Source: an optimization exercise on an open RTL-to-GDS flow (aim: small area, a short achievable clock period and few clock cycles per item). Production flows keep margins and buffers that such runs may drop. At most, simulation tests tie the RTL to the original design; equivalence was not proved.

Setup of JK:
==> flow/design.v <==
`timescale 1ns/10ps
module SVD (
    clk,
    rst,
    we,
    oe,
    data_i,
    element_sel,
    ready,
    data_o_UV,
    data_o_S
);
input                clk;
input                rst;
input                we;
input                oe;
input         [1:0]  element_sel;
input         [4:0]  data_i;
output reg           ready;
output        [7:0]  data_o_UV;
output        [6:0]  data_o_S;
localparam IDLE = 2'd0;
localparam BUSY = 2'd1;
localparam OUT  = 2'd2;
reg  [1:0] st;
reg  [4:0] cnt;       
reg  [1:0] q;         
reg        kodd;      
reg        nf0, nf1;  
reg  [4:0] lo;        
reg  signed [17:0] R0, R1, R2, R3;
reg  signed [10:0] A0, A1, A2, A3;
reg  signed [10:0] B0, B1, B2, B3;
wire [4:0] cn = (st == IDLE) ? 5'd0 : (cnt == 5'd31) ? 5'd31 : cnt + 5'd1;
wire [4:0] jn = cn - 5'd7;
reg        rot, c7, sg, sn1, uvg, u27, u29;
reg  [3:0] sh, shn;    
always @(posedge clk or negedge rst) begin
    if (!rst) begin
        rot <= 1'b0; c7 <= 1'b0; sg <= 1'b0; sn1 <= 1'b0; uvg <= 1'b0; u27 <= 1'b0; u29 <= 1'b0;
        sh <= 4'd0; shn <= 4'hf;
    end else begin
        rot <= (cn >= 5'd7) & (cn <= 5'd26);
        c7  <= (st != OUT) & (cn == 5'd7);
        sh  <= jn[4:1];
        shn <= ~jn[4:1];
        sg  <= (cn >= 5'd27) & (cn <= 5'd30);
        sn1 <= (cn == 5'd29) | (cn == 5'd30);
        uvg <= (cn >= 5'd26) & (cn <= 5'd29);
        u27 <= (cn == 5'd27);
        u29 <= (cn == 5'd29);
    end
end
reg  nz;
always @(*) begin
    case (q)
        2'd0: nz = |R2;
        2'd1: nz = |R3;
        2'd2: nz = |R1;
        default: nz = |R0;
    endcase
end
wire en   = rot & nz;
reg  sa;
function [17:0] addsub18;
    input [17:0] x;
    input [17:0] y;
    input        sub;
    reg   [18:0] t;
    begin
        t = {x, 1'b1} + {y ^ {18{sub}}, sub};
        addsub18 = t[18:1];
    end
endfunction
function [10:0] addsub11;
    input [10:0] x;
    input [10:0] y;
    input        sub;
    reg   [11:0] t;
    begin
        t = {x, 1'b1} + {y ^ {11{sub}}, sub};
        addsub11 = t[11:1];
    end
endfunction
function [17:0] shr18;
    input [17:0] x;
    input [3:0]  n;
    reg   [17:0] f;
    begin
        f = $signed(x) >>> n[1:0];
        shr18 = n[3] ? {{8{f[17]}}, f[17:8]} : n[2] ? {{4{f[17]}}, f[17:4]} : f;
    end
endfunction
function [10:0] shr11;
    input [10:0] x;
    input [3:0]  n;
    reg   [10:0] f;
    begin
        f = $signed(x) >>> n[1:0];
        shr11 = n[3] ? {{8{f[10]}}, f[10:8]} : n[2] ? {{4{f[10]}}, f[10:4]} : f;
    end
endfunction
wire [17:0] y0_s = shr18(R2, sh);
wire [17:0] y2_s = shr18(R0, sh);
wire [17:0] y1_s = shr18(R3, sh);
wire [17:0] y3_s = shr18(R1, sh);
wire [17:0] a3v = {{2{data_i[4]}}, data_i[3:0], lo, 7'd0};
wire [17:0] y1 = c7 ? a3v : y1_s;
wire [17:0] x3 = c7 ? a3v : R3;
wire [17:0] s0 = en ? addsub18(R0, y0_s, sa) : R0;
wire [17:0] s2 = en ? addsub18(R2, y2_s, ~sa) : R2;
wire [17:0] s1 = en ? addsub18(R1, y1, sa) : R1;
wire [17:0] s3 = en ? addsub18(x3, y3_s, ~sa) : x3;
wire [3:0]  shu = ~shn;
wire [10:0] z0 = shr11(A1, shu);
wire [10:0] z1 = shr11(A0, shu);
wire [10:0] z2 = shr11(A3, shu);
wire [10:0] z3 = shr11(A2, shu);
wire [1:0] qn = q + 2'd1;
wire dn = (qn[0] ^ qn[1]) ? (s0[17] ^ s1[17]) : (s2[17] ^ s3[17]);
always @(posedge clk) sa <= dn ^ qn[1];
wire [10:0] u0 = addsub11(A0, z0 & {11{en}}, sa);
wire [10:0] u1 = addsub11(A1, z1 & {11{en}}, ~sa);
wire [10:0] u2 = addsub11(A2, z2 & {11{en}}, sa);
wire [10:0] u3 = addsub11(A3, z3 & {11{en}}, ~sa);
function [17:0] gainS;
    input [17:0] x;
    input        neg;
    reg   [26:0] xs;
    reg   [26:0] t;
    begin
        xs = {{9{x[17]}}, x};
        t = (xs << 8) - (xs << 6) - (xs << 2) - {17'd0, neg, 9'd0};
        gainS = t[26:9] ^ {18{neg}};
    end
endfunction
function [10:0] gainUV;
    input [10:0] x;
    input        neg;
    reg   [19:0] xs;
    reg   [19:0] t;
    begin
        xs = {{9{x[10]}}, x};
        t = (xs << 8) + (xs << 6) - (xs << 4) + (xs << 2) + xs - {10'd0, neg, 9'd0};
        gainUV = t[19:9] ^ {11{neg}};
    end
endfunction
wire sgain  = sg;
wire uvgain = uvg;
wire uvn0   = (u27 & nf0) | (u29 & nf1);
always @(posedge clk or negedge rst) begin
    if (!rst) begin
        st    <= IDLE;
        cnt   <= 5'd0;
        q     <= 2'd0;
        ready <= 1'b1;
        kodd  <= 1'b0;
    end else begin
        q <= (st == IDLE) ? 2'd1 : q + 2'd1;
        case (st)
            IDLE: begin
                cnt <= 5'd0;
                if (we) st <= BUSY;
            end
            BUSY: begin
                if (cnt != 5'd31) cnt <= cnt + 5'd1;
                if (cnt == 5'd0) ready <= 1'b0;
                if (cnt == 5'd28) ready <= 1'b1;    
                kodd <= 1'b1;
                if (oe && cnt >= 5'd30) st <= OUT;
            end
            OUT: begin
                if (cnt != 5'd31) cnt <= cnt + 5'd1;
                kodd <= ~kodd;
                if (!kodd && element_sel == 2'd3) st <= IDLE;
            end
            default: st <= IDLE;
        endcase
    end
end
wire load = (st == BUSY) & ~cnt[4] & ~cnt[3];
wire [17:0] ldv = {{2{data_i[4]}}, data_i[3:0], lo, 7'd0};
wire ldR2 = load & (cnt[2:0] == 3'd1);
wire ldR3 = load & cnt[0] & (cnt[2] ^ cnt[1]);
wire ldI  = load & (cnt[2:0] == 3'd6);
always @(posedge clk) begin
    if (load & ~cnt[0]) lo <= data_i;
    if (uvg & ~u27 & ~u29 & ~sg) begin
        nf0 <= s2[17];
        nf1 <= s1[17];
    end
    R0 <= s2;
    R1 <= sgain ? gainS(R0, sn1 ? nf1 : nf0) : s0;
    R2 <= ldR2 ? ldv : s3;
    R3 <= ldR3 ? ldv : s1;
    if (ldI) begin
        A0 <= 11'd512; A1 <= 11'd0; A2 <= 11'd0; A3 <= 11'd512;
        B0 <= 11'd512; B1 <= 11'd0; B2 <= 11'd0; B3 <= 11'd512;
    end else begin
        A0 <= uvgain ? gainUV(B0, uvn0) : B0;
        A1 <= B1;
        A2 <= uvgain ? gainUV(B2, uvn0) : B2;
        A3 <= B3;
        B0 <= u1; B1 <= u0; B2 <= u3; B3 <= u2;
    end
end
wire [1:0] qx = (st == IDLE) ? 2'd1 : q + 2'd1;
wire       kn = (st == BUSY) ? 1'b1 : (st == OUT) ? ~kodd : kodd;
wire bkn = kn ? qx[0] : ~qx[0];
wire swn = kn ? (qx[0] ^ qx[1]) : qx[1];
reg [1:0] qs0, qs1, qs2, qs3, us0, us1, us2, us3;
always @(posedge clk) begin
    qs0 <= qx;
    qs1 <= qx + 2'd1;
    qs2 <= qx + 2'd3;
    qs3 <= qx + 2'd2;
    us0 <= {bkn, swn};
    us1 <= {bkn, ~swn};
    us2 <= {~bkn, swn};
    us3 <= {~bkn, ~swn};
end
wire outen = (st == OUT);
wire stn_out = (st == BUSY) ? (oe && cnt >= 5'd30) :
               (st == OUT)  ? ~(!kodd && element_sel == 2'd3) : 1'b0;
reg  hl, hh;
always @(posedge clk or negedge rst) begin
    if (!rst) begin
        hl <= 1'b0; hh <= 1'b0;
    end else begin
        hl <= stn_out & kn;
        hh <= stn_out & ~kn;
    end
end
wire [6:0] H0 = ({7{hl}} & R0[10:4]) | ({7{hh}} & R0[17:11]);
wire [6:0] H1 = ({7{hl}} & R1[10:4]) | ({7{hh}} & R1[17:11]);
wire [6:0] H2 = ({7{hl}} & R2[10:4]) | ({7{hh}} & R2[17:11]);
wire [6:0] H3 = ({7{hl}} & R3[10:4]) | ({7{hh}} & R3[17:11]);
function [6:0] hp;
    input [1:0] p;
    input [6:0] h0, h1, h2, h3;
    case (p)
        2'd0: hp = h0;
        2'd1: hp = h1;
        2'd2: hp = h3;
        default: hp = h2;
    endcase
endfunction
wire [6:0] BS0 = hp(qs0, H0, H1, H2, H3);
wire [6:0] BS1 = hp(qs1, H0, H1, H2, H3);
wire [6:0] BS2 = hp(qs2, H0, H1, H2, H3);
wire [6:0] BS3 = hp(qs3, H0, H1, H2, H3);
function [7:0] uvb;
    input [1:0]  sel;
    input        en;
    input [10:0] v0, v1, v2, v3;
    reg   [10:0] v;
    begin
        case (sel)
            2'd0: v = v0;
            2'd1: v = v1;
            2'd2: v = v2;
            default: v = v3;
        endcase
        uvb = {8{en}} & v[10:3];
    end
endfunction
wire [7:0] BU0 = uvb(us0, outen, A0, A1, B0, B1);
wire [7:0] BU1 = uvb(us1, outen, A0, A1, B0, B1);
wire [7:0] BU2 = uvb(us2, outen, B2, B3, A2, A3);
wire [7:0] BU3 = uvb(us3, outen, B2, B3, A2, A3);
reg [6:0] os;
reg [7:0] ou;
always @(*) begin
    case (element_sel)
        2'd0: begin os = BS0; ou = BU0; end
        2'd1: begin os = BS1; ou = BU1; end
        2'd2: begin os = BS2; ou = BU2; end
        default: begin os = BS3; ou = BU3; end
    endcase
end
assign data_o_S  = os;
assign data_o_UV = ou;
endmodule
Settings: LEC_CHECK=0, CAP_MARGIN=20, CORE_MARGIN=2, CORE_UTILIZATION=40, SETUP_SLACK_MARGIN=3.2, SLEW_MARGIN=20; clock period 8.0 ns.
run.sh (not shown) runs the stock make flow with config.mk's settings and CLKGATE_MAP_FILE= SYNTH_SCRIPT=/design/flow/synth_recipe.tcl, a recipe that flattens the netlist after the stock synthesis.
JK finished end to end and its layout was clean on timing, DRC and antenna.
#### Input delta (MS over JK)
--- a/flow/design.v
+++ b/flow/design.v
@@ -116,16 +116,16 @@
 wire [10:0] z1 = shr11(A0, shu);
 wire [10:0] z2 = shr11(A3, shu);
 wire [10:0] z3 = shr11(A2, shu);
 wire [1:0] qn = q + 2'd1;
 wire dn = (qn[0] ^ qn[1]) ? (s0[17] ^ s1[17]) : (s2[17] ^ s3[17]);
 always @(posedge clk) sa <= dn ^ qn[1];
-wire [10:0] u0 = addsub11(A0, z0 & {11{en}}, sa);
-wire [10:0] u1 = addsub11(A1, z1 & {11{en}}, ~sa);
-wire [10:0] u2 = addsub11(A2, z2 & {11{en}}, sa);
-wire [10:0] u3 = addsub11(A3, z3 & {11{en}}, ~sa);
+wire [10:0] u0 = en ? addsub11(A0, z0, sa) : A0;
+wire [10:0] u1 = en ? addsub11(A1, z1, ~sa) : A1;
+wire [10:0] u2 = en ? addsub11(A2, z2, sa) : A2;
+wire [10:0] u3 = en ? addsub11(A3, z3, ~sa) : A3;
 function [17:0] gainS;
     input [17:0] x;
     input        neg;
     reg   [26:0] xs;
     reg   [26:0] t;
     begin
@@ -162,13 +162,13 @@
                 cnt <= 5'd0;
                 if (we) st <= BUSY;
             end
             BUSY: begin
                 if (cnt != 5'd31) cnt <= cnt + 5'd1;
                 if (cnt == 5'd0) ready <= 1'b0;
-                if (cnt == 5'd28) ready <= 1'b1;    
+                if (cnt == 5'd28) ready <= 1'b1;
                 kodd <= 1'b1;
                 if (oe && cnt >= 5'd30) st <= OUT;
             end
             OUT: begin
                 if (cnt != 5'd31) cnt <= cnt + 5'd1;
                 kodd <= ~kodd;
--- outcome ---
- The routed length per instance of MS is lower than that of JK.
- Relative to JK, placed cell area has gone up in MS.
- Number of clock buffers in the layout went up by a few percent going from JK to MS.
- Final instance area grows slightly when moving from JK to MS.
- Core utilization: MS < JK
- Compared with JK, MS shows wire length that has gone down by a few percent.
- In MS relative to JK, die area had gone up by a few percent.
- Relative to JK, mean instance size in the synthesized netlist has decreased by 0.67% in MS.
- In the flow results for JK and MS, the wire length of the first global-routing pass is larger on JK.
- Summary of MS over JK: initial core utilization comparable.
No run of this note included a check of the RTL's function; only the layout flow was run.

========
## main
Starts from the design.v that is shown in full above.
clock: 8.0 ns
lec_check: 0
cap_margin: 20
core_margin: 2
core_utilization: 40
setup_slack_margin: 3.3
slew_margin: 20
Looking at the reports, main completed the entire flow and the layout it produced met the timing, design-rule and antenna checks.
### main -> the feature branch
diff --git a/flow/design.v b/flow/design.v
--- a/flow/design.v
+++ b/flow/design.v
@@ -120,8 +120,8 @@
 wire dn = (qn[0] ^ qn[1]) ? (s0[17] ^ s1[17]) : (s2[17] ^ s3[17]);
 always @(posedge clk) sa <= dn ^ qn[1];
-wire [10:0] u0 = addsub11(A0, z0 & {11{en}}, sa);
-wire [10:0] u1 = addsub11(A1, z1 & {11{en}}, ~sa);
-wire [10:0] u2 = addsub11(A2, z2 & {11{en}}, sa);
-wire [10:0] u3 = addsub11(A3, z3 & {11{en}}, ~sa);
+wire [10:0] u0 = en ? addsub11(A0, z0, sa) : A0;
+wire [10:0] u1 = en ? addsub11(A1, z1, ~sa) : A1;
+wire [10:0] u2 = en ? addsub11(A2, z2, sa) : A2;
+wire [10:0] u3 = en ? addsub11(A3, z3, ~sa) : A3;
 function [17:0] gainS;
     input [17:0] x;
@@ -166,5 +166,5 @@
                 if (cnt != 5'd31) cnt <= cnt + 5'd1;
                 if (cnt == 5'd0) ready <= 1'b0;
-                if (cnt == 5'd28) ready <= 1'b1;    
+                if (cnt == 5'd28) ready <= 1'b1;
                 kodd <= 1'b1;
                 if (oe && cnt >= 5'd30) st <= OUT;
@@ -221,19 +221,8 @@
 end
 wire outen = (st == OUT);
-wire stn_out = (st == BUSY) ? (oe && cnt >= 5'd30) :
-               (st == OUT)  ? ~(!kodd && element_sel == 2'd3) : 1'b0;
-reg  hl, hh;
-always @(posedge clk or negedge rst) begin
-    if (!rst) begin
-        hl <= 1'b0; hh <= 1'b0;
-    end else begin
-        hl <= stn_out & kn;
-        hh <= stn_out & ~kn;
-    end
-end
-wire [6:0] H0 = ({7{hl}} & R0[10:4]) | ({7{hh}} & R0[17:11]);
-wire [6:0] H1 = ({7{hl}} & R1[10:4]) | ({7{hh}} & R1[17:11]);
-wire [6:0] H2 = ({7{hl}} & R2[10:4]) | ({7{hh}} & R2[17:11]);
-wire [6:0] H3 = ({7{hl}} & R3[10:4]) | ({7{hh}} & R3[17:11]);
+wire [6:0] H0 = {7{outen}} & (kodd ? R0[10:4] : R0[17:11]);
+wire [6:0] H1 = {7{outen}} & (kodd ? R1[10:4] : R1[17:11]);
+wire [6:0] H2 = {7{outen}} & (kodd ? R2[10:4] : R2[17:11]);
+wire [6:0] H3 = {7{outen}} & (kodd ? R3[10:4] : R3[17:11]);
 function [6:0] hp;
     input [1:0] p;
For the number of nets at the end of the flow, the feature branch came in 67 higher than main did.
Comparing main and the feature branch, the higher fraction of the core area covered by cells at the end of the flow is on main.
The feature branch: done, clean on timing, DRC and antenna
Between main and the feature branch, the flow reports count of inverters not on the clock network in the layout increasing slightly.
Higher total number of multi-input combinational cells goes to the feature branch over main.
Taking main as the reference, in the feature branch post-layout worst setup margin went down by 17 ps; fraction of the mapped netlist area in compound gates -0.96 points; overall routed net length lower.
Testbench counts of the feature branch, summed over its fixed seeds: cycles 7,680, items 192.
The RTL of main was laid out without a check of its function.

========
## north
Another version of the RTL of SVD (not shown whole).
Size: ~3,100 cells after synthesis, ~190 flip-flops, ~27 I/O pins, roughly 25,000 um^2 of cells after synthesis.
Settings: LEC_CHECK=0, CAP_MARGIN=20, CORE_MARGIN=2, CORE_UTILIZATION=40, SETUP_SLACK_MARGIN=3.5, SLEW_MARGIN=20; clock period 8.0 ns.
Input-level comparison between south and north:
diff --git a/flow/design.v b/flow/design.v
--- a/flow/design.v
+++ b/flow/design.v
@@ -27,29 +27,30 @@
 reg  [1:0] q;         
 reg        kodd;      
 reg        nf0, nf1;  
 reg  [4:0] lo;        
 reg  signed [17:0] R0, R1, R2, R3;
 reg  signed [10:0] A0, A1, A2, A3;
 reg  signed [10:0] B0, B1, B2, B3;
 wire [4:0] cn = (st == IDLE) ? 5'd0 : (cnt == 5'd31) ? 5'd31 : cnt + 5'd1;
 wire [4:0] jn = cn - 5'd7;
-reg        rot, c7, sg, uvg, u27, u29;
+reg        rot, c7, sg, sn1, uvg, u27, u29;
 reg  [3:0] sh;
 always @(posedge clk or negedge rst) begin
     if (!rst) begin
-        rot <= 1'b0; c7 <= 1'b0; sg <= 1'b0; uvg <= 1'b0; u27 <= 1'b0; u29 <= 1'b0;
+        rot <= 1'b0; c7 <= 1'b0; sg <= 1'b0; sn1 <= 1'b0; uvg <= 1'b0; u27 <= 1'b0; u29 <= 1'b0;
         sh <= 4'd0;
     end else begin
         rot <= (cn >= 5'd7) & (cn <= 5'd26);
         c7  <= (st != OUT) & (cn == 5'd7);
         sh  <= jn[4:1];
-        sg  <= (cn == 5'd27) | (cn == 5'd28);
+        sg  <= (cn >= 5'd27) & (cn <= 5'd30);
+        sn1 <= (cn == 5'd29) | (cn == 5'd30);
         uvg <= (cn >= 5'd26) & (cn <= 5'd29);
         u27 <= (cn == 5'd27);
         u29 <= (cn == 5'd29);
     end
 end
 reg  nz;
 always @(*) begin
     case (q)
         2'd0: nz = |R2;
@@ -145,21 +146,21 @@
         q <= (st == IDLE) ? 2'd1 : q + 2'd1;
         case (st)
             IDLE: begin
                 cnt <= 5'd0;
                 if (we) st <= BUSY;
             end
             BUSY: begin
                 if (cnt != 5'd31) cnt <= cnt + 5'd1;
                 if (cnt == 5'd0) ready <= 1'b0;
-                if (cnt == 5'd26) ready <= 1'b1;
+                if (cnt == 5'd28) ready <= 1'b1;
                 kodd <= 1'b1;
-                if (oe && cnt >= 5'd28) st <= OUT;
+                if (oe && cnt >= 5'd30) st <= OUT;
             end
             OUT: begin
                 if (cnt != 5'd31) cnt <= cnt + 5'd1;
                 kodd <= ~kodd;
                 if (!kodd && element_sel == 2'd3) st <= IDLE;
             end
             default: st <= IDLE;
         endcase
     end
@@ -170,20 +171,20 @@
 wire ldR3 = load & cnt[0] & (cnt[2] ^ cnt[1]);
 wire ldI  = load & (cnt[2:0] == 3'd6);
 always @(posedge clk) begin
     if (load & ~cnt[0]) lo <= data_i;
     if (uvg & ~u27 & ~u29 & ~sg) begin
         nf0 <= s2[17];
         nf1 <= s1[17];
     end
     R0 <= s2;
-    R1 <= sgain ? gainS(R0, nf0) : s0;
-    R2 <= sgain ? gainS(R3, nf1) : (ldR2 ? ldv : s3);
+    R1 <= sgain ? gainS(R0, sn1 ? nf1 : nf0) : s0;
+    R2 <= ldR2 ? ldv : s3;
     R3 <= ldR3 ? ldv : s1;
     if (ldI) begin
         A0 <= 11'd512; A1 <= 11'd0; A2 <= 11'd0; A3 <= 11'd512;
         B0 <= 11'd512; B1 <= 11'd0; B2 <= 11'd0; B3 <= 11'd512;
     end else begin
         A0 <= uvgain ? gainUV(B0, uvn0) : B0;
         A1 <= B1;
         A2 <= uvgain ? gainUV(B2, uvn0) : B2;
         A3 <= B3;
## What came out
- Depth of the critical timing path with buffers and inverters included, north and south, higher one = south.
- south ends up with a non-clock buffer count that is 6 higher than in north.
- A capturing element of the worst setup path of data_o_S[0] is what north shows, while sa$_DFF_P_ belongs to south.
- Storage element area in south vs north: up 44 um^2
- Between north and south, the cell area after placement is higher for north.
- Number of standard cells in the layout, taps in and fillers out went down by a little under 10% going from north to south.
- First-pass GRT wire length shrinks by a little under 10% when moving from north to south.
- south vs north: number of antenna violations at the first check in global routing down in south
- Where final design instance area without fill is concerned, north is outperformed by south.
- south: wire length lower than north
- Looking at last weighted congestion value of the routability-driven placer, south sits 0.026 lower than north does.
- Looking only at multi-input logic portion of the cell area, and setting everything else aside, the higher value of north and south goes to north.
- The worst setup margin in south was lower than what north gave.
No functional check of the RTL was part of any run of this note.

==> re-timing with driven ports <==
No port has a modelled driver above. Below, the same layouts with a new extraction and two added sets of constraints.
Step 1, drivers: a clkbuf_16 drives clk and a buf_2 each remaining input, both assumed.
Step 2, shift: input delay + t, output delay - t, t = (earliest + latest rising clock arrival at the registers) / 2. This alone moves slack from input paths to output paths.
a / b / c = ideal / step 1 / step 2; a / b = the first two.
run	shift t [ns]	slack for setup (ns)	worst setup path at the end	clock arrival spread, ns	cell pins on the clock port's net
JK	0.629	3.233 / 3.173 / 3.034	input to register	0.014 / 0.015	1
MS	0.600	3.228 / 3.138 / 3.138	input to output	0.024 / 0.024	1
main	0.630	3.297 / 3.295 / 2.923	input to register	0.028 / 0.028	1
the feature branch	0.625	3.280 / 3.225 / 3.050	input to register	0.036 / 0.037	1
north	0.575	2.914 / 2.876 / 2.876	input to output	0.018 / 0.018	1
south	0.543	2.685 / 2.685 / 2.685	register to register	0.013 / 0.014	1
After both steps every run listed still meets setup and hold. For main, which loses most, drivers alone change the setup slack by -0.002 ns; drivers and shift together by -0.374 ns.
